This design comes from an exercise in tuning for small area, a short achievable clock period and few clock cycles on the open sky130 flow, not from production work.
In this exercise RTL edits were held to simulation tests only and were not proved equivalent to the original.
Power and IR drop assume default switching activity.

run 1:
// happy_face
module happy_face (
    input wire signed [31:0] s_x,
    input wire signed [31:0] s_y,
    input wire signed [31:0] height,
    input wire __clock,
    input wire __reset,
    input wire __start,
    input wire __ready,
    output reg __valid,
    output reg __done,
    output reg signed [31:0] __output_0,
    output reg signed [31:0] __output_1
);
For scale: about 1600 cells after synthesis, roughly 140 flip-flops, ~170 I/O pins, roughly 0.013 mm^2 of cells after synthesis.
==> flow/config.mk <==
export PLATFORM = sky130hd
export DESIGN_NAME = happy_face
export DESIGN_NICKNAME = happy_face
export VERILOG_FILES = /design/flow/design.v
export SDC_FILE = /design/flow/constraint.sdc
export NUM_CORES = 4
export LEC_CHECK = 0
export ABC_AREA = 1
export CAP_MARGIN = 20
export CORE_MARGIN = 2
export CORE_UTILIZATION = 40
export SLEW_MARGIN = 20
==> flow/constraint.sdc <==
create_clock -name core_clock -period 20.0 [get_ports {__clock}]
set_input_delay 4.0000 -clock core_clock [delete_from_list [all_inputs] [get_ports {__clock}]]
set_output_delay 4.0000 -clock core_clock [all_outputs]
set_load 0.01 [all_outputs]
standard.sh (not shown) runs the stock make flow with config.mk's settings and CLKGATE_MAP_FILE= SYNTH_SCRIPT=/design/flow/synth_recipe.tcl, a recipe that flattens the netlist after the stock synthesis.
==> flow/flow/run.sh <==
#!/bin/bash
# Standard layout, with plain buffers on the ports instead of delay buffers, a clock tree of
# smaller buffers without dummy loads, and timing repair that aims well below the clock period.
set -euo pipefail
export BUFFER_PORTS_ARGS="-buffer_cell sky130_fd_sc_hd__buf_1"
export CTS_ARGS="-sink_clustering_enable -repair_clock_nets -dont_use_dummy_load -buf_list {sky130_fd_sc_hd__clkbuf_4 sky130_fd_sc_hd__clkbuf_8}"
export SETUP_SLACK_MARGIN=14.75
bash standard.sh > standard.log 2>&1
Testbench counts of run 1, summed over its fixed seeds: cycles 31,968.
Inputs modified between run 1 and run 2:
Settings: a change of CORE_UTILIZATION from 40 to 55.
--- outcome ---
Run 2 ended up with k[1] as its timing endpoint of the critical path; run 1 ended up with __output_1[12]. Changes observed in run 2 relative to run 1: length of routed met2 wiring down 900 um; final worst-path cycle share was more or less identical; slew at the pin closest to its max-slew limit now smaller.
The inputs of run 3 differ from those of run 2 as listed below.
Settings: CORE_UTILIZATION now 40, was 55.
==> flow/flow/run.sh <==
#!/bin/bash
# Standard layout, with plain buffers on the ports instead of delay buffers, a clock tree of
# smaller buffers without dummy loads, and timing repair that aims well below the clock period.
set -euo pipefail
export BUFFER_PORTS_ARGS="-buffer_cell sky130_fd_sc_hd__buf_1"
export CTS_ARGS="-sink_clustering_enable -repair_clock_nets -dont_use_dummy_load -buf_list {sky130_fd_sc_hd__clkbuf_4 sky130_fd_sc_hd__clkbuf_8}"
export SETUP_SLACK_MARGIN=15
bash standard.sh > standard.log 2>&1
When run 3 is measured against run 2, its worst stage delay on the critical path turns out 0.21 ns lower.
Run 3 vs run 2, worst setup path endpoint: __output_0[3] vs k[1]
Diff run 2 -> run 3: post-route cell area picked up an extra 12%; met2 demand-to-capacity share in global routing decreased 9.4 points; full die area went up about 36%; post-route DRC violation count comparable; count of cell instances traversed by the critical path now larger.
For run 4, these inputs were changed with respect to run 3:
==> flow/flow/run.sh <==
#!/bin/bash
# Standard layout, with plain buffers on the ports instead of delay buffers, a clock tree of
# smaller buffers without dummy loads, and timing repair that aims well below the clock period.
set -euo pipefail
export BUFFER_PORTS_ARGS="-buffer_cell sky130_fd_sc_hd__buf_1"
export CTS_ARGS="-sink_clustering_enable -repair_clock_nets -dont_use_dummy_load -buf_list {sky130_fd_sc_hd__clkbuf_4 sky130_fd_sc_hd__clkbuf_8}"
export SETUP_SLACK_MARGIN=14.5
bash standard.sh > standard.log 2>&1
Notes after the runs:
Compared with run 3, in run 4 count of buffering cells on the critical path with inverters included shows a reduction of 4; core utilization shows a reduction of 5.4 points; highest clock rate shows a reduction of 0.013 GHz; last weighted congestion value of the routability-driven placer shows a reduction of 5.8%.
Against run 3, run 4 reports a global-route track usage on met2 that is lower.
Run 4 was carried through to the last stage, and its layout satisfied the timing, DRC and antenna checks.
[compare] base=run 3 new=run 4: global-route usage went down; critical path depth went down; fraction of area in registers went up; final critical path time including I/O delays and setup went up.
The run showing the greater register-to-register path setup slack is run 3.
Between run 3 and run 4, the flow reports first-pass GRT wire length decreasing by a few percent.

---

happy_face, a different RTL version from the one above (not shown whole).
Size: roughly 1400 cells after synthesis, ~140 flip-flops, about 170 I/O pins.
Settings: LEC_CHECK=0, CAP_MARGIN=20, CORE_MARGIN=2, CORE_UTILIZATION=40, SLEW_MARGIN=20; clock period 20.0 ns.
==> flow/flow/run.sh <==
#!/bin/bash
# Standard layout, with plain buffers on the ports instead of delay buffers, a clock tree of
# smaller buffers without dummy loads, and timing repair that aims well below the clock period.
set -euo pipefail
export BUFFER_PORTS_ARGS="-buffer_cell sky130_fd_sc_hd__buf_1"
export CTS_ARGS="-sink_clustering_enable -repair_clock_nets -dont_use_dummy_load -buf_list {sky130_fd_sc_hd__clkbuf_4 sky130_fd_sc_hd__clkbuf_8}"
export SETUP_SLACK_MARGIN=14
bash standard.sh > standard.log 2>&1
Testbench counts at the start, summed over its fixed seeds: cycles 31,968.
Next try:
--- a/flow/flow/run.sh
+++ b/flow/flow/run.sh
@@ -5,4 +5,4 @@
 export BUFFER_PORTS_ARGS="-buffer_cell sky130_fd_sc_hd__buf_1"
 export CTS_ARGS="-sink_clustering_enable -repair_clock_nets -dont_use_dummy_load -buf_list {sky130_fd_sc_hd__clkbuf_4 sky130_fd_sc_hd__clkbuf_8}"
-export SETUP_SLACK_MARGIN=14
+export SETUP_SLACK_MARGIN=15
 bash standard.sh > standard.log 2>&1
Settings changed: ABC_AREA set to 1.
Effect:
- design area came out higher by 12%
- routed wire length came out higher by 18%
- synthesized area came out higher by 4.1%
Next try:
--- a/flow/flow/run.sh
+++ b/flow/flow/run.sh
@@ -5,4 +5,4 @@
 export BUFFER_PORTS_ARGS="-buffer_cell sky130_fd_sc_hd__buf_1"
 export CTS_ARGS="-sink_clustering_enable -repair_clock_nets -dont_use_dummy_load -buf_list {sky130_fd_sc_hd__clkbuf_4 sky130_fd_sc_hd__clkbuf_8}"
-export SETUP_SLACK_MARGIN=15
+export SETUP_SLACK_MARGIN=14.5
 bash standard.sh > standard.log 2>&1
=> The new run finished clean. Clock skew drops by 0.0052 ns. Count of clock-buffer cells in the layout does not change. Sequential power climbs by about 3%. Cell area drops by 7.6%. Power drops by about 7%. Global-route usage drops by 0.82 points. Routed wire length drops by about 4.7%. Worst hold slack is better by 0.015 ns. Core utilization drops by 3.7 points. Synthesized cell count does not change. Synthesized area does not change.
Next try:
--- a/flow/flow/run.sh
+++ b/flow/flow/run.sh
@@ -6,3 +6,4 @@
 export CTS_ARGS="-sink_clustering_enable -repair_clock_nets -dont_use_dummy_load -buf_list {sky130_fd_sc_hd__clkbuf_4 sky130_fd_sc_hd__clkbuf_8}"
 export SETUP_SLACK_MARGIN=14.5
+export TNS_END_PERCENT=30
 bash standard.sh > standard.log 2>&1
Settings changed: ABC_AREA 1 to unset.
Result:
- setup slack is worse by 0.23 ns
- global-route usage is lower by 1.4 points
- sequential power went down by a few percent

[what the ideal ports hide]
In the flow no input, the clock included, has a driving cell. The finished layouts below were timed again as built, in two steps. Step 1, drivers: a clkbuf_16 drives __clock and a buf_2 each remaining input, both assumed. Step 2 times the ports against the registers' clock, not the clock port: input delays grow and output delays shrink by t, the midpoint of the rising clock arrivals with the driver on. a / b / c = ideal / step 1 / step 2; a / b = the first two.
| run | t, ns | setup slack, ns | worst setup path at the end | slew at the worst register clock pin (ns) |
|---|---|---|---|---|
| run 1 | 0.534 | 14.782 / 14.795 / 14.260 | input to register | 0.10 / 0.10 |
| run 2 | 0.487 | 14.770 / 14.763 / 14.276 | input to register | 0.09 / 0.09 |
| run 3 | 0.524 | 14.904 / 14.863 / 14.340 | input to register | 0.10 / 0.10 |
| run 4 | 0.528 | 14.541 / 14.560 / 14.032 | input to register | 0.09 / 0.09 |
| the first run of note 2 | 0.510 | 14.106 / 14.122 / 13.612 | input to register | 0.11 / 0.11 |
| the second run of note 2 | 0.532 | 14.888 / 14.842 / 14.435 | input to register | 0.10 / 0.10 |
| the third run of note 2 | 0.530 | 14.663 / 14.666 / 14.135 | input to register | 0.09 / 0.09 |
| the fourth run of note 2 | 0.511 | 14.431 / 14.457 / 13.946 | input to register | 0.11 / 0.11 |
After both steps every run listed still meets setup and hold. The setup slack of run 3, which loses most, moves by -0.041 ns with the drivers and by -0.564 ns with both steps.
